Context: an optimization exercise on an open-source flow, tuned for small area, a short achievable clock period and few clock cycles. The choices shown serve that exercise and are no tape-out recipe.
At most, simulation tests tie the RTL to the original design; equivalence was not proved.
No functional check of the RTL was part of run 4.
Power figures rest on the tool's default switching activity, not on a simulated workload.

==> flow/design.v <==
module rle (
    clk,
    nreset,
    start,
    message_addr,
    message_size,
    rle_addr,
    rle_size,
    done,
    port_A_data_in,
    port_A_data_out,
    port_A_addr,
    port_A_we
    );
input   clk;
input   nreset;
input   start;
input   [31:0] message_addr;
input   [31:0] message_size;
input   [31:0] rle_addr;
input   [31:0] port_A_data_out;
output reg [31:0] port_A_data_in;
output  [15:0] port_A_addr;
output reg port_A_we;
output  [31:0] rle_size;
output  done;
reg        busy;        
reg        rnew;        
reg        dpend;       
reg        dlast;       
reg        flush;       
reg [13:0] rleft;       
reg [1:0]  lastidx;     
reg [13:0] raddr;
reg [13:0] waddr;
reg [7:0]  v;           
reg [7:0]  c;           
reg        have;        
reg [15:0] rem;
reg        rem_v;
reg        rem_2;       
reg        rem_b1;      
reg        rem_last;    
reg [15:0] pend;        
reg        pend_v;
reg [13:0] rsw;         
reg        odd;         
assign done = ~busy;
assign rle_size = {16'd0, rsw, odd, 1'b0};
assign port_A_addr = {port_A_we ? waddr : raddr, 2'b00};
wire [31:0] d = port_A_data_out;
wire        dact = dpend & ~rem_v;           
wire        act = rem_v | dpend | flush;
wire [1:0]  dlst = dlast ? lastidx : 2'd3;
wire eq0 = (d[7:0]   == v);
wire eq1 = (d[15:8]  == d[7:0]);
wire eq2 = (d[23:16] == d[15:8]);
wire eq3 = (d[31:24] == d[23:16]);
wire c255 = (c == 8'd255);
wire c254 = (c == 8'd254);
wire c253 = (c == 8'd253);
wire c252 = (c == 8'd252);
wire [3:0] dbnd;
assign dbnd[0] = have & (~eq0 | c255);
assign dbnd[1] = (dlst != 2'd0) & (~eq1 | (c254 & eq0));
assign dbnd[2] = dlst[1] & (~eq2 | (c253 & eq0 & eq1));
assign dbnd[3] = (dlst == 2'd3) & (~eq3 | (c252 & eq0 & eq1 & eq2));
wire [3:0]  bnd  = rem_v ? {2'b00, rem_2 & rem_b1, 1'b1} :
                   dpend ? dbnd : {3'b000, flush};
wire [1:0]  last = rem_v ? {1'b0, rem_2} : dlst;
wire [31:0] s    = rem_v ? {16'd0, rem} : d;
wire [3:0] f1, f2, f3;
assign f1[0] = bnd[0];
assign f1[1] = bnd[1] & ~bnd[0];
assign f1[2] = bnd[2] & ~bnd[1] & ~bnd[0];
assign f1[3] = bnd[3] & ~bnd[2] & ~bnd[1] & ~bnd[0];
assign f2[0] = 1'b0;
assign f2[1] = bnd[1] & bnd[0];
assign f2[2] = bnd[2] & (bnd[1] ^ bnd[0]);
assign f2[3] = bnd[3] & ((bnd[2] & ~bnd[1] & ~bnd[0]) | (~bnd[2] & (bnd[1] ^ bnd[0])));
assign f3[2] = bnd[2] & bnd[1] & bnd[0];
assign f3[3] = bnd[3] & ((bnd[2] & (bnd[1] ^ bnd[0])) | (~bnd[2] & bnd[1] & bnd[0]));
assign f3[1:0] = 2'b00;
wire nb0 = (bnd == 4'd0);
wire nb3 = f3[2] | f3[3];
wire nb1 = ~nb0 & ~(f2[1] | f2[2] | f2[3]);
wire [7:0] c1 = c + 8'd1;
wire [7:0] c2 = c + 8'd2;
wire [7:0] c3 = c + 8'd3;
wire [7:0] veff = have ? v : d[7:0];         
wire [7:0] len1 = ({8{f1[0]}} & c) | ({8{f1[1]}} & c1) |
                  ({8{f1[2]}} & c2) | ({8{f1[3]}} & c3);
wire [7:0] val2 = ({8{f1[0]}} & s[7:0]) | ({8{f1[1]}} & s[15:8]) |
                  ({8{f1[2]}} & s[23:16]);
reg  [1:0] len2;        
always @(*) begin
    case (bnd[2:0])
    3'b011, 3'b110: len2 = 2'd1;
    3'b101:         len2 = 2'd2;
    3'b001:         len2 = bnd[3] ? 2'd3 : 2'd1;
    3'b010:         len2 = bnd[3] ? 2'd2 : 2'd1;
    3'b100:         len2 = 2'd1;
    default:        len2 = 2'd1;
    endcase
end
wire [15:0] p1 = {veff, len1};
wire [15:0] p2 = {val2, 6'd0, len2};
reg [7:0] vlast;
always @(*) begin
    case (last)
    2'd0: vlast = s[7:0];
    2'd1: vlast = s[15:8];
    2'd2: vlast = s[23:16];
    default: vlast = s[31:24];
    endcase
end
wire [7:0] v_n = nb3 ? (f3[2] ? s[15:8] : s[23:16]) : vlast;
reg [2:0] cs;
always @(*) begin
    if (nb3)
        cs = f3[2] ? (f2[1] ? 3'd1 : 3'd2) : (f2[2] ? 3'd1 : 3'd2);
    else if (bnd[3])
        cs = {1'b0, last == 2'd3};
    else if (bnd[2])
        cs = {1'b0, last} - 3'd1;
    else if (bnd[1])
        cs = {1'b0, last};
    else
        cs = {1'b0, last} + 3'd1;
end
wire [7:0] clast = c + {6'd0, last} + 8'd1;
wire [7:0] c_n = nb0 ? clast : {5'd0, cs};
wire        out = flush | (act & ~nb0 & ~(nb1 & ~pend_v));
wire [31:0] ow = pend_v ? {p1, pend} : {flush ? 16'd0 : p2, p1};
always @(posedge clk or negedge nreset) begin
    if (!nreset) begin
        busy <= 1'b0;
        rnew <= 1'b0;
        dpend <= 1'b0;
        rem_v <= 1'b0;
        flush <= 1'b0;
        port_A_we <= 1'b0;
    end else if (!busy) begin
        port_A_we <= 1'b0;
        rem_v <= 1'b0;
        dpend <= 1'b0;
        flush <= 1'b0;
        busy <= start;
        rnew <= start;
    end else begin
        port_A_we <= out;
        rnew <= ~out & (rnew ? (rleft != 14'd1) : (rleft != 14'd0));
        dpend <= rnew | (dpend & rem_v);
        rem_v <= dact & nb3;
        flush <= (dact & dlast & ~nb3) | (rem_v & rem_last);
        if (flush)
            busy <= 1'b0;
    end
end
always @(posedge clk) begin
    rem <= f3[2] ? d[31:16] : {8'd0, d[31:24]};
    rem_2 <= f3[2] & (dlst == 2'd3);
    rem_b1 <= dbnd[3];
    rem_last <= dlast;
    port_A_data_in <= ow;
end
always @(posedge clk) begin
    if (!busy) begin
        raddr <= message_addr[15:2];
        waddr <= rle_addr[15:2];
        rleft <= message_size[15:2] + {13'd0, message_size[1:0] != 2'd0};
        lastidx <= message_size[1:0] - 2'd1;
        c <= 8'd0;
        have <= 1'b0;
        pend_v <= 1'b0;
        if (start) begin
            rsw <= 14'd0;
            odd <= 1'b0;
        end
    end else begin
        if (rnew) begin
            raddr <= raddr + 14'd1;
            rleft <= rleft - 14'd1;
            dlast <= (rleft == 14'd1);
        end
        if (port_A_we)
            waddr <= waddr + 14'd1;
        if (act) begin
            have <= 1'b1;
            v <= v_n;
            c <= c_n;
        end
        if (act & ~nb0)
            pend <= pend_v ? p2 : p1;
        pend_v <= pend_v ^ (act & nb1);
        if (out & ~(flush & ~pend_v))
            rsw <= rsw + 14'd1;
        if (flush)
            odd <= ~pend_v;
    end
end
endmodule
==> flow/flow/run.sh <==
#!/bin/bash
# Standard layout, with plain buf_1 cells as the port buffers.
export BUFFER_PORTS_ARGS="-buffer_cell sky130_fd_sc_hd__buf_1"
bash standard.sh > standard.log 2>&1
==> flow/standard.sh <==
#!/bin/bash
# synth_recipe.tcl (not shown) runs the flow's synth.tcl, then flattens the netlist and writes it again
# the make line also repeats each setting of config.mk as NAME=value (left out here)
make -C /OpenROAD-flow-scripts/flow DESIGN_CONFIG=/design/flow/config.mk WORK_HOME=/design/flow/orfs CLKGATE_MAP_FILE= SYNTH_SCRIPT=/design/flow/synth_recipe.tcl "${@:-finish}"
==> flow/config.mk <==
export PLATFORM = sky130hd
export DESIGN_NAME = rle
export DESIGN_NICKNAME = rle
export VERILOG_FILES = /design/flow/design.v
export SDC_FILE = /design/flow/constraint.sdc
export NUM_CORES = 4
export LEC_CHECK = 0
export CAP_MARGIN = 20
export CORE_MARGIN = 2
export CORE_UTILIZATION = 40
export SLEW_MARGIN = 20
==> flow/constraint.sdc <==
create_clock -name core_clock -period 4.5 [get_ports {clk}]
set_input_delay 0.9000 -clock core_clock [delete_from_list [all_inputs] [get_ports {clk}]]
set_output_delay 0.9000 -clock core_clock [all_outputs]
set_load 0.01 [all_outputs]
==> impl_metrics.json, run 1 <==
{
  "drtAntennaViolNets": 0,
  "slew_violations": 0,
  "synth_cell_types": 91,
  "async_flop_share_pct": 3.97,
  "hp-class": "in -> async",
  "crit_arrival_ns": 3.77,
  "cts_sinks": 151,
  "cts-root-buf": "clkbuf_16",
  "postCtsResizedCells": 0,
  "worstMarginPinSlew_ns": 0.809,
  "rows": 55,
  "outcome": "complete, no violations",
  "cp_max_fo": 13,
  "skew_ns": 0.0193,
  "synthCells": 1001,
  "wl_per_cell_um": 16.8,
  "synth_top_area_cell": "edfxtp_1",
  "path_delay_family": "simple AND/OR/NAND/NOR gates",
  "cp.required_ns": 4.67,
  "fin_nets": 1278,
  "drt_iter0_drc": 581,
  "antenna_found_initial": 1,
  "dieWidth_um": 157,
  "tritoncts": "built",
  "max-cap-violations": 0,
  "yosysWarningCount": 1,
  "grt_pass1_vias": 7335,
  "wirelength_um": 24300,
  "final.fill_count": 2190,
  "ys.flop_type": "edfxtp_1",
  "r2r_cells": 13,
  "syn_area_per_cell_um2": 9.35,
  "via_count": 7787,
  "rsz0062_at_grt": "no",
  "yosys_register_bits": 151,
  "initial_core_util_pct": 41.1,
  "power_density_nw_per_um2": 770,
  "avgViaCountPerCell": 5.38,
  "finalWeightedCongestion": 0.876,
  "clock.fmax_mhz": 278,
  "num_antenna_cells": 0,
  "path_buf_inv": 2,
  "grt_pass1_wl_um": 38400,
  "met2_length_um": 11300,
  "peakVddDrop_uv": 314,
  "wl_met1_um": 11100,
  "synth-edff-count": 84,
  "synth_most_common_cell": "nor2_1",
  "core_um2": 22800,
  "synth_top_area_share_pct": 26.9,
  "hold_violations": 0,
  "drive_gt1_share_pct": 10.8,
  "synth_common_cells": "103 x nor2_1, 95 x nand2_1, 84 x edfxtp_1",
  "ios": 213,
  "first_pass_iters": 6,
  "cts_buffers": 17,
  "post-dp-hpwl_um": 17100,
  "fin_crit_ns": 3.60,
  "worstPathCellList": "nand4_2 -> nor2_1 -> a2111oi_2 -> nor2_4 -> clkinv_2 -> ha_1 -> buf_4 -> nand2_1 -> o211ai_1 -> a31oi_1 -> o22ai_1 -> a22oi_1 -> nor2_1",
  "cp.depth": 13,
  "wl_met3_um": 1460,
  "yosys-top-cells-area": "edfxtp_1 27%, dfxtp_1 13%, xor2_1 5.1%",
  "critPathLaunchType": "register",
  "power_w": 0.00826,
  "clock_latency_ns": 0.43,
  "worst_setup_path_end_kind": "register",
  "final.setup.tns_ns": 0,
  "relSlewSlack_pct": 45.8,
  "cpMostUsedCell": "nor2_1",
  "die_area_um2": 24600,
  "worst_setup_hold_path_clk_slew_ns": 0.07,
  "postCtsSetupBuffers": 0,
  "synth_area_um2": 9360,
  "drc": 0,
  "grt.total_usage_pct": 19.7,
  "ys_seq_area_share_pct": 41.6,
  "post-route-period-util_pct": 80.0,
  "critPathKind": "reg -> reg",
  "utilization_pct": 47.1,
  "synthToLayoutAreaGrowth_pct": 14.6,
  "cts_buffer_depth": 2,
  "hold_buffers": 0,
  "top_layer_used": "met5",
  "cpPeakStageDelay_ns": 0.64,
  "grt_max_degree": 78,
  "h-tree-depth": 4,
  "p_leak_nw": 3.96,
  "cp_slowest_cell": "dfxtp_1",
  "overflow": 0,
  "report.final.setup_viol": 0,
  "die_height_um": 157,
  "io_buffers": 141
}
==> flip-flops by register name, indices dropped and copies added (netlist names), 14 cells and up <==
register / count
rsw: 14
port_A_data_in: 32
raddr: 14
rleft: 14
pend: 16
rem: 16
waddr: 14
==> cells by family (layout without fill, tap and decap cells) <==
group / count (synthesis) / in the layout / synth area share [%]
other cells: 1 / 19 / 0.0401
buf+inv: 111 / 226 / 5.80
simple gates: 352 / 352 / 18.5
compound gates: 218 / 218 / 16.0
flops: 151 / 151 / 41.6
mux: 49 / 49 / 5.80
fa+ha+maj: 26 / 26 / 3.55
xor+xnor: 93 / 93 / 8.70
==> layer usage <==
metal  vias to the layer above  GRT usage, %
met5                         -             0
met4                         2          5.81
met3                        30          3.99
met2                       241          32.3
met1                      3704          26.3
li1                       3810             -
==> path summary, 6_finish.rpt <==
path	slack, ns	endpoint	start
worst min-delay path	0.34	flush	nreset
worst min register to register	0.45	port_A_data_in[7]	pend[7]
worst max-delay path	0.90	pend[4]	c[3]
min in group core_clock	0.45	port_A_data_in[7]	pend[7]
worst max register to register	0.90	pend[4]	c[3]
max in group asynchronous	3.90	busy	nreset
==> metrics by stage <==
| step | area (um2) | worst slack (ns) | instances | hold WS (ns) |
|---|---|---|---|---|
| after floorplan | 9430 | 0.218 | 1019 | 0.421 |
| after detailed placement | 10100 | 0.586 | 1415 | 0.439 |
| final | 10700 | 0.900 | 1447 | 0.344 |
| after global placement | 10100 | 0.565 | 1415 | 0.429 |
| after CTS | 10700 | 0.967 | 1447 | 0.329 |
| after global routing | 10700 | 0.709 | 1447 | 0.363 |
==> cell usage in the layout (no fill, tap or decap), drive strengths merged, types with 7 or more instances in the layout <==
cell type,n
inv,43
conb,19
mux2i,7
edfxtp,84
and2,19
clkbuf,18
mux2,42
buf,159
o22ai,8
nor3,20
nand4,13
xor2,54
nand2,97
nor2,104
dfxtp,61
and3,16
a222oi,14
nor4,10
a21oi,71
nand3,45
o21ai,49
xnor2,39
ha,25
a22oi,11
==> cell type report <==
class / instances / area, um2 / area share [%]
clock inverter: 14 / 196 / 1.83
inverter: 35 / 133 / 1.24
tap: 313 / 392 / 3.65
timing repair buffer: 159 / 664 / 6.19
sequential: 151 / 3890 / 36.3
multi-input combinational: 757 / 5000 / 46.6
clock buffer: 18 / 450 / 4.20
==> where the power goes <==
| group | internal, W | switching [W] | total, W |
|---|---|---|---|
| Combinational | 0.00144 | 0.00240 | 0.00384 |
| Clock | 0.000934 | 0.000653 | 0.00159 |
| Sequential | 0.00235 | 0.000475 | 0.00283 |
Testbench counts, summed over its fixed seeds: cycles 6,590.
==> run 2, diff against run 1 <==
==> flow/run.sh (new file) <==
#!/bin/bash
# synth_recipe.tcl (not shown) runs the flow's synth.tcl, then flattens the netlist and writes it again
# the make line also repeats each setting of config.mk as NAME=value (left out here)
make -C /OpenROAD-flow-scripts/flow DESIGN_CONFIG=/design/flow/config.mk WORK_HOME=/design/flow/orfs CLKGATE_MAP_FILE= SYNTH_SCRIPT=/design/flow/synth_recipe.tcl finish
--- a/flow/config.mk
+++ b/flow/config.mk
@@ -9,3 +9,4 @@
 export CORE_MARGIN = 2
 export CORE_UTILIZATION = 40
+export SETUP_SLACK_MARGIN = 1.5
 export SLEW_MARGIN = 20
removed: flow/flow/run.sh
removed: flow/standard.sh
==> run 2 against run 1 <==
Net effect: still clean on timing, DRC and antenna; combinational power up 34%; clock skew decreased by 0.0091 ns; final area up 16%; power grew 15%; worst hold slack better by 0.10 ns; worst setup slack improved by 0.60 ns; first-iteration DRC count rose by 23%; largest cell class unchanged.
==> impl_metrics.json, run 2 <==
{
  "via_count": 8251,
  "grt_pass1_wl_um": 40800,
  "clock_latency_ns": 0.43,
  "hp-class": "reg -> reg",
  "worst_setup_hold_path_clk_slew_ns": 0.06,
  "r2r_slack_ns": 1.65,
  "outcome": "complete, no violations",
  "wirelength_um": 27200,
  "avgViaCountPerCell": 5.53,
  "synth_top_area_cell": "edfxtp_1",
  "pwr-share-comb_pct": 54.4,
  "num_antenna_cells": 0,
  "syn_area_per_cell_um2": 9.35,
  "relSlewSlack_pct": 38.2,
  "largest_reg_flops": 32,
  "clkPwrFrac_pct": 15.2,
  "largestRegisters": "port_A_data_in: 32 flops, pend: 16 flops, rem: 16 flops",
  "power_density_nw_per_um2": 762,
  "final-instance-count-excl-fill": 1493,
  "p_int_w": 0.00554,
  "synthCells": 1001,
  "initial_core_util_pct": 41.1,
  "grt_use_met1_pct": 27.7,
  "cp_max_fo": 7,
  "cp.required_ns": 4.64,
  "synth-edff-count": 84,
  "report.final.setup_viol": 0,
  "top_register": "port_A_data_in",
  "rsz0062_at_grt": "yes",
  "cts_buffer_depth": 2,
  "drc": 0,
  "skew_ns": 0.0102,
  "hold_violations": 0,
  "crit_arrival_ns": 3.14,
  "finalWeightedCongestion": 0.919,
  "grt.met3_usage_pct": 3.88,
  "grt_use_met2_pct": 35.6,
  "final.setup.tns_ns": 0,
  "first_pass_iters": 7,
  "synth_most_common_cell": "nor2_1",
  "synth_common_cells": "103 x nor2_1, 95 x nand2_1, 84 x edfxtp_1",
  "clock.fmax_mhz": 333,
  "final.fill_count": 2037,
  "drt_iter0_drc": 712,
  "ios": 213,
  "h-tree-depth": 4,
  "fin_nets": 1324,
  "post-dp-hpwl_um": 18100,
  "switchingPower_w": 0.00392,
  "dp.cells": 1415,
  "whs_path_depth": 1,
  "drive_gt1_share_pct": 21.2,
  "grt-busiest-layer": "met2",
  "overflow": 0,
  "critPathKind": "in -> reg",
  "yosysWarningCount": 1,
  "fin_crit_ns": 3.00,
  "p_leak_nw": 4.71,
  "rows": 55,
  "worst_setup_path_end_kind": "register",
  "cts_buffers": 17,
  "worstMarginPinSlew_ns": 0.924,
  "drtAntennaViolNets": 0,
  "cts_sinks": 151,
  "max-cap-violations": 0,
  "wl_per_cell_um": 18.2,
  "async_flop_share_pct": 3.97,
  "synth_area_um2": 9360,
  "core_um2": 22800,
  "timing.hold.ws_ns": 0.446,
  "slew_violations": 0,
  "p_sw_share_pct": 41.4,
  "die_area_um2": 24600,
  "synth_top_area_share_pct": 26.9,
  "post-route-period-util_pct": 66.8,
  "critPathLaunchType": "input port",
  "yosys_register_bits": 151,
  "grt.total_usage_pct": 21.2,
  "peakVddDrop_uv": 372,
  "r2r_cells": 11,
  "final_common_cell": "clkdlybuf4s50_1",
  "grt_max_degree": 81,
  "antenna_found_initial": 0,
  "mostFrequentLayoutCells": "109 x clkdlybuf4s50_1, 101 x nor2_1, 93 x nand2_1, 84 x edfxtp_1, 68 x a21oi_1",
  "synthToLayoutAreaGrowth_pct": 32.6,
  "die_height_um": 157,
  "ys_seq_area_share_pct": 41.6,
  "yosys-top-cells-area": "edfxtp_1 27%, dfxtp_1 13%, xor2_1 5.1%",
  "ys.flop_type": "edfxtp_1",
  "tritoncts": "built",
  "pwr-share-seq_pct": 30.4,
  "grt_pass1_vias": 7675,
  "synth_cell_types": 91,
  "cts-root-buf": "clkbuf_16",
  "io_buffers": 141,
  "dieWidth_um": 157
}
## run 2: cell counts after synthesis
Identical to the previous run, type by type.
## run 2: area by class of cell
cell class	count	area (um2)	share of cell area, %
Clock buffer	20	479	3.86
Clock inverter	12	110	0.887
Inverter	35	148	1.19
Multi-Input combinational cell	759	5480	44.1
Sequential cell	151	3910	31.5
Tap cell	313	392	3.15
Timing Repair Buffer	203	1900	15.3
## run 2: final timing paths
check                                    start                 to
min reg2reg                            pend[0]  port_A_data_in[0]
max reg2reg                               c[2]             rsw[0]
min                                    pend[0]  port_A_data_in[0]
min in group asynchronous               nreset              dpend
max in group asynchronous               nreset          port_A_we
max                        port_A_data_out[30]             rsw[0]
## run 2: power groups by stage
stage          Sequential (W)  Combinational (W)  Clock, W
2_1_floorplan         0.00276            0.00296         0
3_3_place_gp          0.00286            0.00434         0
3_5_place_dp          0.00288            0.00438         0
4_1_cts               0.00287            0.00462   0.00147
5_1_grt               0.00295            0.00554   0.00152
6_report              0.00287            0.00514   0.00144
## run 2: through the flow
| stage | worst slack [ns] | area (um2) | power (W) | util (%) |
|---|---|---|---|---|
| 6_report | 1.50 | 12400 | 0.00946 | 54.5 |
| 5_1_grt | 1.38 | 12400 | 0.0100 | 54.5 |
| 4_1_cts | 1.50 | 11900 | 0.00895 | 52.1 |
| 3_5_place_dp | 0.287 | 11100 | 0.00726 | 48.7 |
| 3_3_place_gp | 0.322 | 11100 | 0.00720 | 48.7 |
| 2_1_floorplan | 1.22 | 9600 | 0.00573 | - |
## run 2: cells by family after synthesis
group           after synthesis  share of synthesized area [%]
buf+inv                     111                           5.80
xor+xnor                     93                           8.70
compound gates              218                           16.0
fa+ha+maj                    26                           3.55
other cells                   1                         0.0401
mux                          49                           5.80
flops                       151                           41.6
simple gates                352                           18.5
## run 2: critical path, stage by stage
cell	delay (ns)
dlygate4sd2_1	0.28
xor2_1	0.15
nor4_1	0.34
nand2_1	0.21
a41o_4	0.33
a21oi_4	0.19
and4b_1	0.24
o31ai_4	0.30
buf_6	0.20
## run 2: metal layers
| layer | up-vias | part of all wire, % | wire length [um] |
|---|---|---|---|
| met5 | - | 0 | 0 |
| met4 | 0 | 2.3 | 639 |
| met3 | 48 | 7.2 | 1950 |
| met2 | 341 | 48 | 12900 |
| met1 | 3957 | 43 | 11700 |
| li1 | 3905 | - | - |
## run 2: timing repair
item	CTS	global route
endpoints found under the setup margin	116	74
hold buffers	0	0
resized for setup	139	94
setup buffers	20	22
pin swaps	22	36
gates cloned	1	3
==> run 3, diff against run 2 <==
--- a/flow/config.mk
+++ b/flow/config.mk
@@ -9,4 +9,3 @@
 export CORE_MARGIN = 2
 export CORE_UTILIZATION = 40
-export SETUP_SLACK_MARGIN = 1.5
 export SLEW_MARGIN = 20
==> run 3 against run 2 <==
Net effect: sequential power about the same; combinational power down 16%; highest routed layer unchanged; sequential share of layout area up 2.1 points; register-to-register slack worse by 0.67 ns; core utilization down 3.5 points; critical endpoint is now v[7]; first-iteration DRC count down 8.3%; critical path depth unchanged; final area down 6.4%; via count down 5.3%; largest power group unchanged; routed wire length down 9.0%; fmax down 21%; still clean; synthesized cell count unchanged.
==> impl_metrics.json, run 3 <==
{
  "timing.final.ws_setup_ns": 0.685,
  "critPathKind": "in -> reg",
  "power_w": 0.00860,
  "grt.met3_usage_pct": 3.85,
  "top_register": "port_A_data_in",
  "initial_core_util_pct": 41.1,
  "report.final.setup_viol": 0,
  "synth_cell_types": 91,
  "mostFrequentLayoutCells": "141 x clkdlybuf4s50_1, 103 x nor2_1, 95 x nand2_1, 84 x edfxtp_1, 71 x a21oi_1",
  "hp-start": "pend[7]",
  "slew_violations": 0,
  "grt.total_usage_pct": 20.2,
  "cts_buffer_depth": 2,
  "fin_crit_ns": 3.81,
  "core_um2": 22800,
  "async_flop_share_pct": 3.97,
  "cp_max_fo": 17,
  "synthCells": 1001,
  "num_antenna_cells": 0,
  "syn_area_per_cell_um2": 9.35,
  "r2r_start": "c[3]",
  "post-dp-hpwl_um": 17600,
  "yosys-top-cells-area": "edfxtp_1 27%, dfxtp_1 13%, xor2_1 5.1%",
  "overflow": 0,
  "rsz0062_at_grt": "no",
  "post-route-period-util_pct": 84.8,
  "crit_arrival_ns": 4.00,
  "min_to": "port_A_data_in[7]",
  "crit-reg2reg-capture": "pend[4]",
  "wirelength_um": 24700,
  "grt-busiest-layer": "met2",
  "drc": 0,
  "h-tree-depth": 4,
  "synth_most_common_cell": "nor2_1",
  "skew_ns": 0.0106,
  "yosysWarningCount": 1,
  "grt_pass1_vias": 7316,
  "die_height_um": 157,
  "worstMarginPinSlew_ns": 0.754,
  "die_area_um2": 24600,
  "regArea_um2": 3890,
  "yosys_register_bits": 151,
  "cts-root-buf": "clkbuf_16",
  "final_common_cell": "clkdlybuf4s50_1",
  "r2r_slack_ns": 0.98,
  "synthToLayoutAreaGrowth_pct": 24.1,
  "cp_slowest_cell": "a2111oi_2",
  "path_delay_family": "compound AO/OA/AOI/OAI gates",
  "largestRegisters": "port_A_data_in: 32 flops, pend: 16 flops, rem: 16 flops",
  "clock_latency_ns": 0.43,
  "tritoncts": "built",
  "avgViaCountPerCell": 5.38,
  "via_count": 7811,
  "largest_reg_flops": 32,
  "utilization_pct": 51.0,
  "synth_area_um2": 9360,
  "drive_gt1_share_pct": 11.2,
  "path_buf_inv": 1,
  "cts_sinks": 151,
  "peakVddDrop_uv": 346,
  "cp.required_ns": 4.69,
  "worst_setup_path_end_kind": "register",
  "antenna_found_initial": 0,
  "critPathLaunchType": "input port",
  "ys_seq_area_share_pct": 41.6,
  "grt_max_degree": 78,
  "cts_buffers": 17,
  "drtAntennaViolNets": 0,
  "p_leak_nw": 4.34,
  "hp-class": "reg -> reg",
  "worst_setup_hold_path_clk_slew_ns": 0.07,
  "grt_pass1_wl_um": 38800,
  "final.fill_count": 2144,
  "clock.fmax_mhz": 262,
  "ys.flop_type": "edfxtp_1",
  "relSlewSlack_pct": 49.7,
  "timing.hold.ws_ns": 0.452,
  "outcome": "complete, no violations",
  "fin_nets": 1284,
  "postCtsResizedCells": 0,
  "max-cap-violations": 0,
  "final.setup.tns_ns": 0,
  "r2r_cells": 13,
  "synth_common_cells": "103 x nor2_1, 95 x nand2_1, 84 x edfxtp_1",
  "synth-edff-count": 84,
  "grt_use_met1_pct": 27.9,
  "synth_top_area_cell": "edfxtp_1",
  "dp_slack_ns": 0.290,
  "hold_violations": 0,
  "worstPathCellList": "clkdlybuf4s50_1 -> xnor2_1 -> nand4_1 -> a2111oi_2 -> nor2_4 -> ha_1 -> o311a_4 -> a22o_1 -> a21o_1",
  "cpPeakStageDelay_ns": 0.59,
  "dieWidth_um": 157,
  "ios": 213,
  "synth_top_area_share_pct": 26.9,
  "drt_iter0_drc": 653,
  "wl_per_cell_um": 17.0,
  "power_density_nw_per_um2": 741,
  "io_buffers": 141,
  "rows": 55,
  "postCtsSetupBuffers": 0,
  "multiInputGateArea_um2": 5000,
  "grt_use_met2_pct": 32.4,
  "hold_buffers": 0,
  "first_pass_iters": 7,
  "finalWeightedCongestion": 0.873,
  "whs_path_depth": 1
}
[run 3: cell counts after synthesis]
Identical to the previous run, type by type.
[run 3: final cells by class]
| type | instances | area share [%] |
|---|---|---|
| clock buffers | 19 | 4.00 |
| repair buffers | 165 | 13.8 |
| flip-flops and latches | 151 | 33.5 |
| well taps | 313 | 3.37 |
| inverters | 35 | 1.14 |
| multi-input cells | 757 | 43.0 |
| clock inverters | 13 | 1.13 |
[run 3: metal layers]
metal / share of wire [%] / vias up / wire, um
li1: - / 3827 / -
met5: 0 / - / 0
met2: 46 / 262 / 11400
met4: 1.4 / 0 / 337
met1: 47 / 3700 / 11600
met3: 5.7 / 22 / 1410
[run 3: report_power, final]
group	switching (W)	internal [W]
Combinational	0.00243	0.00188
Clock	0.000631	0.000826
Sequential	0.000485	0.00235
Total	0.00355	0.00506
[run 3: stage by stage]
stage / cell area [um2] / instances
CTS: 11600 / 1453
finish: 11600 / 1453
floorplan: 9430 / 1019
global placement: 11000 / 1421
detailed placement: 11000 / 1421
global route: 11600 / 1453
[run 3: how the worst max path moves through the flow]
stage / start / end / cells after the start / slack, ns
global route: port_A_data_out[3] / pend[6] / 13 / 0.56
CTS: port_A_data_out[3] / v[7] / 9 / 0.74
finish: port_A_data_out[3] / v[7] / 9 / 0.69
detailed placement: port_A_data_out[3] / v[7] / 9 / 0.29
global placement: port_A_data_out[3] / v[7] / 9 / 0.34
floorplan: port_A_data_out[4] / rsw[0] / 9 / 0.22
[run 3: cells by family (layout without fill, tap and decap cells)]
kind of cell,after synthesis,in the layout,share of synthesized area (%)
simple gates,352,352,18.5
compound gates,218,218,16.0
flops,151,151,41.6
buf+inv,111,232,5.80
xor+xnor,93,93,8.70
mux,49,49,5.80
fa+ha+maj,26,26,3.55
other cells,1,19,0.0401
==> run 4, diff against run 3 <==
--- a/flow/design.v
+++ b/flow/design.v
@@ -37,5 +37,6 @@
 reg [7:0]  c;           
 reg        have;        
-reg [15:0] rem;
+reg [7:0]  rem_b;       
+reg [7:0]  rem_l;       
 reg        rem_v;
 reg        rem_2;       
@@ -48,5 +49,7 @@
 assign done = ~busy;
 assign rle_size = {16'd0, rsw, odd, 1'b0};
-assign port_A_addr = {port_A_we ? waddr : raddr, 2'b00};
+wire [13:0] aword = port_A_we ? waddr : raddr;
+assign port_A_addr = {aword, 2'b00};
+wire [13:0] anext = aword + 14'd1;      
 wire [31:0] d = port_A_data_out;
 wire        dact = dpend & ~rem_v;           
@@ -69,5 +72,4 @@
                    dpend ? dbnd : {3'b000, flush};
 wire [1:0]  last = rem_v ? {1'b0, rem_2} : dlst;
-wire [31:0] s    = rem_v ? {16'd0, rem} : d;
 wire [3:0] f1, f2, f3;
 assign f1[0] = bnd[0];
@@ -91,6 +93,7 @@
 wire [7:0] len1 = ({8{f1[0]}} & c) | ({8{f1[1]}} & c1) |
                   ({8{f1[2]}} & c2) | ({8{f1[3]}} & c3);
-wire [7:0] val2 = ({8{f1[0]}} & s[7:0]) | ({8{f1[1]}} & s[15:8]) |
-                  ({8{f1[2]}} & s[23:16]);
+wire [7:0] val2 = rem_v ? rem_b :
+                  ({8{f1[0]}} & d[7:0]) | ({8{f1[1]}} & d[15:8]) |
+                  ({8{f1[2]}} & d[23:16]);
 reg  [1:0] len2;        
 always @(*) begin
@@ -108,12 +111,12 @@
 reg [7:0] vlast;
 always @(*) begin
-    case (last)
-    2'd0: vlast = s[7:0];
-    2'd1: vlast = s[15:8];
-    2'd2: vlast = s[23:16];
-    default: vlast = s[31:24];
+    case (dlst)
+    2'd0: vlast = d[7:0];
+    2'd1: vlast = d[15:8];
+    2'd2: vlast = d[23:16];
+    default: vlast = d[31:24];
     endcase
 end
-wire [7:0] v_n = nb3 ? (f3[2] ? s[15:8] : s[23:16]) : vlast;
+wire [7:0] v_n = rem_v ? rem_l : nb3 ? (f3[2] ? d[15:8] : d[23:16]) : vlast;
 reg [2:0] cs;
 always @(*) begin
@@ -129,5 +132,5 @@
         cs = {1'b0, last} + 3'd1;
 end
-wire [7:0] clast = c + {6'd0, last} + 8'd1;
+wire [7:0] clast = c + {6'd0, dlst} + 8'd1;
 wire [7:0] c_n = nb0 ? clast : {5'd0, cs};
 wire        out = flush | (act & ~nb0 & ~(nb1 & ~pend_v));
@@ -159,5 +162,6 @@
 end
 always @(posedge clk) begin
-    rem <= f3[2] ? d[31:16] : {8'd0, d[31:24]};
+    rem_b <= d[23:16];
+    rem_l <= vlast;
     rem_2 <= f3[2] & (dlst == 2'd3);
     rem_b1 <= dbnd[3];
@@ -180,10 +184,10 @@
     end else begin
         if (rnew) begin
-            raddr <= raddr + 14'd1;
+            raddr <= anext;
             rleft <= rleft - 14'd1;
             dlast <= (rleft == 14'd1);
         end
         if (port_A_we)
-            waddr <= waddr + 14'd1;
+            waddr <= anext;
         if (act) begin
             have <= 1'b1;
==> flow/flow/run.sh (new file) <==
#!/bin/bash
# Standard layout, with plain buf_1 cells as the port buffers and a clock
# tree of smaller buffers without dummy loads.
export BUFFER_PORTS_ARGS="-buffer_cell sky130_fd_sc_hd__buf_1"
export CTS_ARGS="-sink_clustering_enable -repair_clock_nets -buf_list {sky130_fd_sc_hd__clkbuf_4 sky130_fd_sc_hd__clkbuf_8} -dont_use_dummy_load"
bash standard.sh > standard.log 2>&1
==> flow/standard.sh (new file) <==
#!/bin/bash
# synth_recipe.tcl (not shown) runs the flow's synth.tcl, then flattens the netlist and writes it again
# the make line also repeats each setting of config.mk as NAME=value (left out here)
make -C /OpenROAD-flow-scripts/flow DESIGN_CONFIG=/design/flow/config.mk WORK_HOME=/design/flow/orfs CLKGATE_MAP_FILE= SYNTH_SCRIPT=/design/flow/synth_recipe.tcl "${@:-finish}"
removed: flow/run.sh
==> run 4 against run 3 <==
Net effect: die area is 5.0% lower; final cell count is 6.7% lower; first-iteration DRC count is 40% lower; register-to-register slack worse by 0.29 ns; critical endpoint is now pend[6]; largest power group unchanged.
==> impl_metrics.json, run 4 <==
{
  "drtAntennaViolNets": 0,
  "via_count": 7121,
  "cpMostUsedCell": "o21ai_0",
  "num_antenna_cells": 0,
  "tritoncts": "built",
  "avgViaCountPerCell": 5.26,
  "critPathKind": "reg -> reg",
  "fin_area_um2": 9900,
  "ys.flop_type": "edfxtp_1",
  "crit_arrival_ns": 4.00,
  "synth_cell_types": 79,
  "dpl_cell_area_um2": 9660,
  "wl_per_cell_um": 15.8,
  "synth-edff-count": 84,
  "ys_seq_area_share_pct": 43.8,
  "yosys_register_bits": 151,
  "first_pass_iters": 5,
  "drc": 0,
  "max-cap-violations": 0,
  "top_register": "port_A_data_in",
  "synthToLayoutAreaGrowth_pct": 11.4,
  "postCtsResizedCells": 0,
  "io_buffers": 141,
  "outcome": "complete, no violations",
  "post-dp-hpwl_um": 15700,
  "hp-class": "in -> async",
  "dp_slack_ns": 0.447,
  "skew_ns": 0.0312,
  "fin_nets": 1231,
  "overflow": 0,
  "cts_buffers": 17,
  "antenna_found_initial": 0,
  "grt_pass1_vias": 6729,
  "synth_most_common_cell": "nand2_1",
  "grt_pass1_wl_um": 34900,
  "critPathLaunchType": "register",
  "final.fill_count": 2168,
  "die_height_um": 153,
  "ios": 213,
  "r2r_cells": 11,
  "largest_reg_flops": 32,
  "initial_core_util_pct": 40.7,
  "rows": 54,
  "worst_setup_path_end_kind": "register",
  "synth_common_cells": "92 x nand2_1, 84 x edfxtp_1, 84 x nor2_1",
  "report.final.setup_viol": 0,
  "cp_slowest_cell": "dfrtp_1",
  "synth_top_area_share_pct": 28.4,
  "clock_latency_ns": 0.46,
  "yosysWarningCount": 1,
  "cts_buffer_depth": 2,
  "die_area_um2": 23400,
  "peakVddDrop_uv": 285,
  "cp_max_fo": 15,
  "r2r_start": "flush",
  "post-route-period-util_pct": 84.7,
  "h-tree-depth": 4,
  "dieWidth_um": 153,
  "dp.cells": 1338,
  "power_density_nw_per_um2": 715,
  "relSlewSlack_pct": 42.3,
  "final-instance-count-excl-fill": 1355,
  "finalWeightedCongestion": 0.891,
  "grt.total_usage_pct": 18.4,
  "r2r_slack_ns": 0.69,
  "crit-reg2reg-capture": "pend[6]",
  "p_leak_nw": 3.83,
  "core_um2": 21800,
  "fin_crit_ns": 3.81,
  "cpPeakStageDelay_ns": 0.74,
  "path_buf_inv": 2,
  "syn_area_per_cell_um2": 9.39,
  "slew_violations": 0,
  "worstMarginPinSlew_ns": 0.863,
  "largestRegisters": "port_A_data_in: 32 flops, pend: 16 flops",
  "synthCells": 946,
  "mostFrequentLayoutCells": "141 x buf_1, 92 x nand2_1, 84 x nor2_1, 84 x edfxtp_1, 68 x inv_1",
  "hold_violations": 0,
  "timing.final.ws_setup_ns": 0.686,
  "synth_area_um2": 8880,
  "worstPathCellList": "or3_1 -> o21ai_0 -> a31oi_2 -> inv_2 -> ha_1 -> inv_1 -> a21oi_1 -> o21ai_0 -> o21ai_0 -> a211o_1 -> and2_1",
  "cp.required_ns": 4.69,
  "drive_gt1_share_pct": 9.67,
  "drt_iter0_drc": 389,
  "final.setup.tns_ns": 0,
  "yosys-top-cells-area": "edfxtp_1 28%, dfxtp_1 14%, mux2_2 5.1%",
  "cts-root-buf": "clkbuf_8",
  "rsz0062_at_grt": "no",
  "worst_setup_hold_path_clk_slew_ns": 0.06,
  "hold_buffers": 0,
  "wirelength_um": 21400,
  "path_delay_family": "compound AO/OA/AOI/OAI gates",
  "grt_max_degree": 64,
  "postCtsSetupBuffers": 0,
  "async_flop_share_pct": 3.97,
  "synth_top_area_cell": "edfxtp_1",
  "final_common_cell": "buf_1",
  "clock.fmax_mhz": 262,
  "cts_sinks": 151
}
run 4: through the flow:
| step | utilization (%) | total power [W] | hold WS, ns |
|---|---|---|---|
| final | 45.4 | 0.00708 | 0.317 |
| after detailed placement | 44.3 | 0.00633 | 0.445 |
| after global routing | 45.4 | 0.00768 | 0.318 |
| after CTS | 45.4 | 0.00712 | 0.298 |
| after global placement | 44.3 | 0.00627 | 0.431 |
| after floorplan | - | 0.00528 | 0.421 |
run 4: how the worst max path moves through the flow:
| stage | slack (ns) | start | to | depth (start not counted) |
|---|---|---|---|---|
| finish | 0.69 | flush | pend[6] | 11 |
| global placement | 0.46 | port_A_data_out[7] | rsw[5] | 11 |
| CTS | 0.75 | flush | pend[6] | 11 |
| floorplan | 0.26 | port_A_data_out[7] | rsw[0] | 10 |
| detailed placement | 0.45 | port_A_data_out[7] | rsw[9] | 11 |
| global route | 0.44 | flush | pend[6] | 11 |
run 4: cell type report:
type,instances,area [um2],area share [%]
Multi-Input combinational cell,675,4470,45.2
Sequential cell,151,3900,39.4
Timing Repair Buffer,161,679,6.86
Tap cell,280,350,3.54
Inverter,71,267,2.69
Clock buffer,17,234,2.36
run 4: routing by layer:
layer | global-route usage (%) | part of all wire, %
met1 | 26.1 | 47
met2 | 28.5 | 45
met5 | 0 | 0
met4 | 5.86 | 1.6
met3 | 3.29 | 6.1
run 4: where the power goes:
group	internal (W)	total (W)	switching, W	leakage [nW]
clock network	0.000333	0.000776	0.000443	0.122
logic	0.00135	0.00356	0.00221	2.30
registers	0.00235	0.00275	0.000399	1.40
total	0.00403	0.00708	0.00305	3.83
run 4: cells by family (layout without fill, tap and decap cells):
logic type      after synthesis  in the layout  share of synthesized area (%)
simple gates                291            291                           15.7
compound gates              206            206                           15.4
flops                       151            151                           43.8
buf+inv                     138            249                           6.79
xor+xnor                     82             82                           8.08
mux                          54             54                           6.79
fa+ha+maj                    23             23                           3.32
other cells                   1             19                         0.0422
==> run 5, diff against run 4 <==
--- a/flow/design.v
+++ b/flow/design.v
@@ -84,7 +84,10 @@
 assign f3[3] = bnd[3] & ((bnd[2] & (bnd[1] ^ bnd[0])) | (~bnd[2] & bnd[1] & bnd[0]));
 assign f3[1:0] = 2'b00;
-wire nb0 = (bnd == 4'd0);
-wire nb3 = f3[2] | f3[3];
-wire nb1 = ~nb0 & ~(f2[1] | f2[2] | f2[3]);
+wire nb0 = ~|bnd;
+wire ge2 = (bnd[0] & bnd[1]) | (bnd[0] & bnd[2]) | (bnd[0] & bnd[3]) |
+           (bnd[1] & bnd[2]) | (bnd[1] & bnd[3]) | (bnd[2] & bnd[3]);
+wire nb3 = (bnd[0] & bnd[1] & bnd[2]) | (bnd[0] & bnd[1] & bnd[3]) |
+           (bnd[0] & bnd[2] & bnd[3]) | (bnd[1] & bnd[2] & bnd[3]);
+wire nb1 = ~nb0 & ~ge2;
 wire [7:0] c1 = c + 8'd1;
 wire [7:0] c2 = c + 8'd2;
@@ -134,5 +137,5 @@
 wire [7:0] clast = c + {6'd0, dlst} + 8'd1;
 wire [7:0] c_n = nb0 ? clast : {5'd0, cs};
-wire        out = flush | (act & ~nb0 & ~(nb1 & ~pend_v));
+wire        out = flush | ge2 | (~nb0 & pend_v);
 wire [31:0] ow = pend_v ? {p1, pend} : {flush ? 16'd0 : p2, p1};
 always @(posedge clk or negedge nreset) begin
@@ -198,6 +201,5 @@
             pend <= pend_v ? p2 : p1;
         pend_v <= pend_v ^ (act & nb1);
-        if (out & ~(flush & ~pend_v))
-            rsw <= rsw + 14'd1;
+        rsw <= rsw + {13'd0, port_A_we} + {13'd0, flush & pend_v};
         if (flush)
             odd <= ~pend_v;
--- a/flow/config.mk
+++ b/flow/config.mk
@@ -9,3 +9,4 @@
 export CORE_MARGIN = 2
 export CORE_UTILIZATION = 40
+export SETUP_SLACK_MARGIN = 2.0
 export SLEW_MARGIN = 20
==> run 5 against run 4 <==
Net effect: still clean; highest routed layer unchanged; fmax grew 25%; critical endpoint is now c[0]; largest cell class unchanged; synthesized cell count fell by 0.11%; worst hold slack gained 0.0045 ns.
==> impl_metrics.json, run 5 <==
{
  "outcome": "complete, no violations",
  "die_area_um2": 23300,
  "hp-class": "in -> async",
  "final.setup.tns_ns": 0,
  "fin_crit_ns": 3.05,
  "h-tree-depth": 4,
  "worst_setup_path_end_kind": "register",
  "largestRegisters": "port_A_data_in: 32 flops, pend: 16 flops",
  "rsz0062_at_grt": "yes",
  "worstSetupStartpoint": "port_A_data_out[4]",
  "max-cap-violations": 0,
  "synth_common_cells": "84 x edfxtp_1, 82 x nand2_1, 70 x o21ai_0",
  "cts_buffers": 17,
  "cpMostUsedCell": "buf_6",
  "synth_cell_types": 73,
  "synth_most_common_cell": "edfxtp_1",
  "dp_slack_ns": 0.538,
  "dieWidth_um": 153,
  "cp.required_ns": 4.84,
  "pwr-share-seq_pct": 30.8,
  "grt_pass1_wl_um": 38400,
  "fin_nets": 1320,
  "yosys-top-cells-area": "edfxtp_1 29%, dfxtp_1 14%, xor2_1 4.2%",
  "cpPeakStageDelay_ns": 0.31,
  "power_density_nw_per_um2": 721,
  "core_um2": 21800,
  "p_leak_nw": 4.74,
  "synthToLayoutAreaGrowth_pct": 36.5,
  "grt_max_degree": 62,
  "rows": 54,
  "top_register": "port_A_data_in",
  "initial_core_util_pct": 40.6,
  "grt.total_usage_pct": 20.1,
  "critPathKind": "in -> reg",
  "io_buffers": 141,
  "critPathLaunchType": "input port",
  "synth_top_area_cell": "edfxtp_1",
  "ys.flop_type": "edfxtp_1",
  "avgViaCountPerCell": 5.45,
  "clock.fmax_mhz": 328,
  "worstPathCellList": "buf_6 -> xor2_1 -> nor4_2 -> buf_4 -> nand2_4 -> o221a_4 -> buf_6 -> buf_6 -> buf_8 -> ha_4 -> a21boi_2 -> o32ai_2 -> a211o_1 -> a21o_1",
  "relSlewSlack_pct": 37.9,
  "wl_per_cell_um": 17.4,
  "cp_max_fo": 6,
  "synth_area_um2": 8830,
  "cts_sinks": 151,
  "yosysWarningCount": 1,
  "via_count": 7866,
  "largest_reg_flops": 32,
  "mostFrequentLayoutCells": "107 x buf_1, 84 x edfxtp_1, 78 x nand2_1, 75 x buf_4, 63 x inv_1",
  "synth_top_area_share_pct": 28.6,
  "clock_latency_ns": 0.47,
  "drive_gt1_share_pct": 28.5,
  "clkPwrFrac_pct": 9.2,
  "crit_arrival_ns": 3.39,
  "drt_iter0_drc": 498,
  "wirelength_um": 25100,
  "slew_violations": 0,
  "first_pass_iters": 5,
  "finalWeightedCongestion": 0.863,
  "peakVddDrop_uv": 381,
  "drtAntennaViolNets": 0,
  "drc": 0,
  "tritoncts": "built",
  "final_common_cell": "buf_1",
  "skew_ns": 0.0305,
  "ys_seq_area_share_pct": 44.1,
  "synthCells": 945,
  "synth-edff-count": 84,
  "async_flop_share_pct": 3.97,
  "post-dp-hpwl_um": 15500,
  "num_antenna_cells": 0,
  "grt_pass1_vias": 7464,
  "power_w": 0.00869,
  "die_height_um": 153,
  "post-route-period-util_pct": 67.7,
  "p_int_w": 0.00505,
  "ios": 213,
  "worstMarginPinSlew_ns": 0.924,
  "cp_slowest_cell": "a211o_1",
  "worst_setup_hold_path_clk_slew_ns": 0.07,
  "cts_buffer_depth": 2,
  "overflow": 0,
  "yosys_register_bits": 151,
  "antenna_found_initial": 0,
  "timing.final.ws_setup_ns": 1.45,
  "cts-root-buf": "clkbuf_8",
  "r2r_cells": 13,
  "hold_violations": 0,
  "final-instance-count-excl-fill": 1443,
  "dp.cells": 1327,
  "syn_area_per_cell_um2": 9.35,
  "report.final.setup_viol": 0,
  "p_sw_share_pct": 41.9,
  "switchingPower_w": 0.00364,
  "hold_buffers": 0,
  "pwr-share-comb_pct": 60.0,
  "r2r_start": "v[0]"
}
run 5: path summary, 6_finish.rpt:
kind | to | slack [ns]
worst max-delay path | c[0] | 1.45
worst min-delay path | port_A_we | 0.32
worst max register to register | c[0] | 1.53
worst min register to register | port_A_data_in[3] | 0.45
max in group asynchronous | rem_v | 3.89
min in group core_clock | port_A_data_in[3] | 0.45
run 5: what timing repair did:
action | CTS | global route
cloned | 1 | 3
gates resized for setup | 215 | 107
pin swaps | 80 | 52
buffers inserted | 72 | 23
endpoints found under the setup margin | 113 | 106
run 5: kinds of logic (layout without fill, tap and decap cells):
family / after synthesis / count (layout) / share of synthesized area [%]
compound gates: 215 / 215 / 15.9
xor+xnor: 80 / 80 / 7.93
fa+ha+maj: 24 / 24 / 3.57
buf+inv: 143 / 342 / 7.29
flops: 151 / 151 / 44.1
mux: 44 / 44 / 5.28
other cells: 1 / 19 / 0.0425
simple gates: 287 / 288 / 15.8
run 5: metrics by stage:
step	cell area, um2	hold WS (ns)	util [%]
after global routing	12100	0.332	55.4
after CTS	11300	0.316	52.1
after detailed placement	9620	0.429	44.2
after global placement	9620	0.430	44.2
final	12100	0.321	55.4
after floorplan	9040	0.404	-
run 5: power groups by stage:
stage               combinational [W]  sequential, W  clock, W
floorplan                     0.00249        0.00263         0
finish                        0.00522        0.00268  0.000796
global placement              0.00326        0.00266         0
CTS                           0.00446        0.00265  0.000805
detailed placement            0.00330        0.00268         0
global route                  0.00562        0.00275  0.000868
run 5: critical path: cells and delay by family:
kind                     cells  cell delay [ns]
AND/OR/NAND/NOR              2             0.35
AO/OA/AOI/OAI                5             1.03
adder cells (fa/ha/maj)      1             0.27
XOR/XNOR                     1             0.16
buffers and inverters        5             0.67
run 5: area by class of cell:
type	instances	area, um2
Fill cell	1903	9700
Multi-Input combinational cell	670	5440
Sequential cell	151	3920
Timing Repair Buffer	253	1820
Tap cell	280	350
Inverter	72	295
Clock buffer	17	234
run 5: per-layer routing:
| layer | up-vias | part of all wire (%) | track usage, % |
|---|---|---|---|
| met5 | - | 0 | 0 |
| met4 | 0 | 2.3 | 7.14 |
| met3 | 51 | 5.9 | 3.38 |
| met2 | 286 | 48 | 32.8 |
| met1 | 3773 | 44 | 27.1 |
| li1 | 3756 | - | - |
Testbench counts of run 5, summed over its fixed seeds: cycles 6,590.
==> run 6, diff against run 5 <==
--- a/flow/config.mk
+++ b/flow/config.mk
@@ -9,4 +9,4 @@
 export CORE_MARGIN = 2
 export CORE_UTILIZATION = 40
-export SETUP_SLACK_MARGIN = 2.0
+export SETUP_SLACK_MARGIN = 1.0
 export SLEW_MARGIN = 20
==> run 6 against run 5 <==
Net effect: still clean; die area did not move; combinational power down 36%; area after synthesis did not move; global-route usage is 1.8 points lower; synthesized cell count unchanged; fmax shrank 10%; final cell count down 6.3%; highest routed layer unchanged.
==> impl_metrics.json, run 6 <==
{
  "synthToLayoutAreaGrowth_pct": 11.8,
  "rows": 54,
  "dp.cells": 1331,
  "clock.fmax_mhz": 295,
  "tritoncts": "built",
  "syn_area_per_cell_um2": 9.35,
  "relSlewSlack_pct": 49.8,
  "peakVddDrop_uv": 283,
  "yosysWarningCount": 1,
  "final.setup.tns_ns": 0,
  "worst_setup_hold_path_clk_slew_ns": 0.06,
  "drc": 0,
  "timing.final.ws_setup_ns": 1.11,
  "report.final.setup_viol": 0,
  "post-route-period-util_pct": 75.2,
  "path_delay_family": "simple AND/OR/NAND/NOR gates",
  "p_leak_nw": 3.84,
  "synthCells": 945,
  "final_common_cell": "buf_1",
  "die_height_um": 153,
  "ys_seq_area_share_pct": 44.1,
  "slew_violations": 0,
  "grt.total_usage_pct": 18.3,
  "dpl_cell_area_um2": 9550,
  "dp_slack_ns": 0.338,
  "finalWeightedCongestion": 0.848,
  "synth_area_um2": 8830,
  "outcome": "complete, no violations",
  "core_um2": 21800,
  "cp.required_ns": 4.80,
  "drt_iter0_drc": 403,
  "critPathLaunchType": "input port",
  "final-instance-count-excl-fill": 1352,
  "worst_setup_path_end_kind": "register",
  "crit_arrival_ns": 3.69,
  "die_area_um2": 23300,
  "via_count": 7101,
  "overflow": 0,
  "async_flop_share_pct": 3.97,
  "synth_most_common_cell": "edfxtp_1",
  "grt_max_degree": 70,
  "rsz0062_at_grt": "no",
  "cp_slowest_cell": "o31ai_1",
  "cpPeakStageDelay_ns": 0.60,
  "hold_buffers": 0,
  "cts-root-buf": "clkbuf_8",
  "mostFrequentLayoutCells": "132 x buf_1, 84 x edfxtp_1, 82 x nand2_1, 70 x o21ai_0, 68 x inv_1",
  "drtAntennaViolNets": 0,
  "dieWidth_um": 153,
  "hold_violations": 0,
  "post-dp-hpwl_um": 15400,
  "path_buf_inv": 2,
  "critPathKind": "in -> reg",
  "skew_ns": 0.0336,
  "yosys_register_bits": 151,
  "max-cap-violations": 0,
  "fin_area_um2": 9880,
  "cts_buffers": 17,
  "worstMarginPinSlew_ns": 0.747,
  "synth_cell_types": 73,
  "initial_core_util_pct": 40.6,
  "largestRegisters": "port_A_data_in: 32 flops, pend: 16 flops",
  "h-tree-depth": 4,
  "ys.flop_type": "edfxtp_1",
  "antenna_found_initial": 1,
  "fin_nets": 1228,
  "worstPathCellList": "buf_1 -> xor2_1 -> nor4_1 -> buf_4 -> and3_1 -> a41oi_2 -> nor2_1 -> nand4_1 -> o31ai_1 -> and2_1",
  "cts_sinks": 151,
  "grt_pass1_vias": 6772,
  "synth_top_area_share_pct": 28.6,
  "clock_latency_ns": 0.45,
  "hp-class": "in -> async",
  "io_buffers": 141,
  "top_register": "port_A_data_in",
  "yosys-top-cells-area": "edfxtp_1 29%, dfxtp_1 14%, xor2_1 4.2%",
  "avgViaCountPerCell": 5.25,
  "largest_reg_flops": 32,
  "cp_max_fo": 6,
  "grt_pass1_wl_um": 35100,
  "synth_top_area_cell": "edfxtp_1",
  "wirelength_um": 21300,
  "power_density_nw_per_um2": 680,
  "cts_buffer_depth": 2,
  "synth_common_cells": "84 x edfxtp_1, 82 x nand2_1, 70 x o21ai_0",
  "first_pass_iters": 5,
  "fin_crit_ns": 3.39,
  "synth-edff-count": 84,
  "wl_per_cell_um": 15.8,
  "drive_gt1_share_pct": 9.52,
  "ios": 213
}
run 6: timing repair:
item                                   in CTS  in global routing
endpoints found under the hold margin       0                  0
setup endpoints to repair                  22                 22
pin swaps                                   0                  2
resized for setup                           4                 15
buffers inserted                            0                  3
run 6: where the power goes:
part | total [W] | internal (W) | switching, W
combinational | 0.00332 | 0.00124 | 0.00208
clock | 0.000771 | 0.000333 | 0.000438
sequential | 0.00262 | 0.00229 | 0.000330
total | 0.00672 | 0.00387 | 0.00285
run 6: final cells by class:
| class | count | area (um2) |
|---|---|---|
| well taps | 280 | 350 |
| inverters | 72 | 275 |
| repair buffers | 162 | 698 |
| diodes | 1 | 2.50 |
| multi-input cells | 669 | 4420 |
| fillers | 2157 | 11900 |
| clock buffers | 17 | 234 |
| flip-flops and latches | 151 | 3900 |
run 6: through the flow:
step / util (%) / total power, W / hold slack [ns]
2_1_floorplan: - / 0.00498 / 0.404
3_3_place_gp: 43.9 / 0.00587 / 0.431
3_5_place_dp: 43.9 / 0.00592 / 0.433
4_1_cts: 45.1 / 0.00673 / 0.317
5_1_grt: 45.4 / 0.00728 / 0.338
6_report: 45.4 / 0.00672 / 0.328
run 6: kinds of logic after synthesis:
kind of cell	after synthesis	share of synthesized area, %
flops	151	44.1
mux	44	5.28
compound gates	215	15.9
simple gates	287	15.8
fa+ha+maj	24	3.57
buf+inv	143	7.29
other cells	1	0.0425
xor+xnor	80	7.93
run 6: final timing paths:
| check | from | to | slack (ns) | depth (start not counted) |
|---|---|---|---|---|
| setup / recovery | port_A_data_out[1] | pend[4] | 1.11 | 10 |
| hold / removal | nreset | rnew | 0.33 | 1 |
| setup reg to reg | c[2] | pend[4] | 1.28 | 8 |
| hold reg to reg | pend[3] | port_A_data_in[3] | 0.44 | 1 |
| max in group asynchronous | nreset | rem_v | 3.90 | 1 |
| min in group core_clock | pend[3] | port_A_data_in[3] | 0.44 | 1 |
run 6: per-layer routing:
layer | global-route usage (%) | up-vias | part of all wire, %
met1 | 25.5 | 3292 | 47
met2 | 29.4 | 225 | 46
met3 | 3.10 | 22 | 5.5
met5 | 0 | - | 0
li1 | - | 3562 | -
met4 | 5.42 | 0 | 1.4

[port drivers added, routing unchanged]
The flow's constraints put no driver on any port. The routed layouts listed below were extracted and timed again, unchanged, in two steps.
Step 1 (the two cells are an assumption about what drives the block):
set clk [get_ports {clk}]
set_driving_cell -lib_cell sky130_fd_sc_hd__clkbuf_16 $clk
set_driving_cell -lib_cell sky130_fd_sc_hd__buf_2 [delete_from_list [all_inputs] $clk]
Step 2 adds t to the input delays and takes it off the output delays; t is the mean of the earliest and latest rising clock arrival at the registers after step 1. Input paths then give back, and output paths get back, about the clock's delay inside the block.
a / b / c = no drivers / after step 1 / after step 2; a / b = the first two.
| run | t, ns | setup WS [ns] | worst setup path at the end |
|---|---|---|---|
| run 1 | 0.464 | 0.900 / 0.900 / 0.505 | input to register |
| run 2 | 0.475 | 1.496 / 1.521 / 1.046 | input to register |
| run 3 | 0.466 | 0.685 / 0.710 / 0.244 | input to register |
| run 4 | 0.484 | 0.686 / 0.686 / 0.351 | input to register |
| run 5 | 0.495 | 1.453 / 1.463 / 0.968 | input to register |
| run 6 | 0.479 | 1.114 / 1.134 / 0.655 | input to register |
After both steps every run listed still meets setup and hold. For run 5, which loses most, drivers alone change the setup slack by +0.010 ns; drivers and shift together by -0.485 ns.
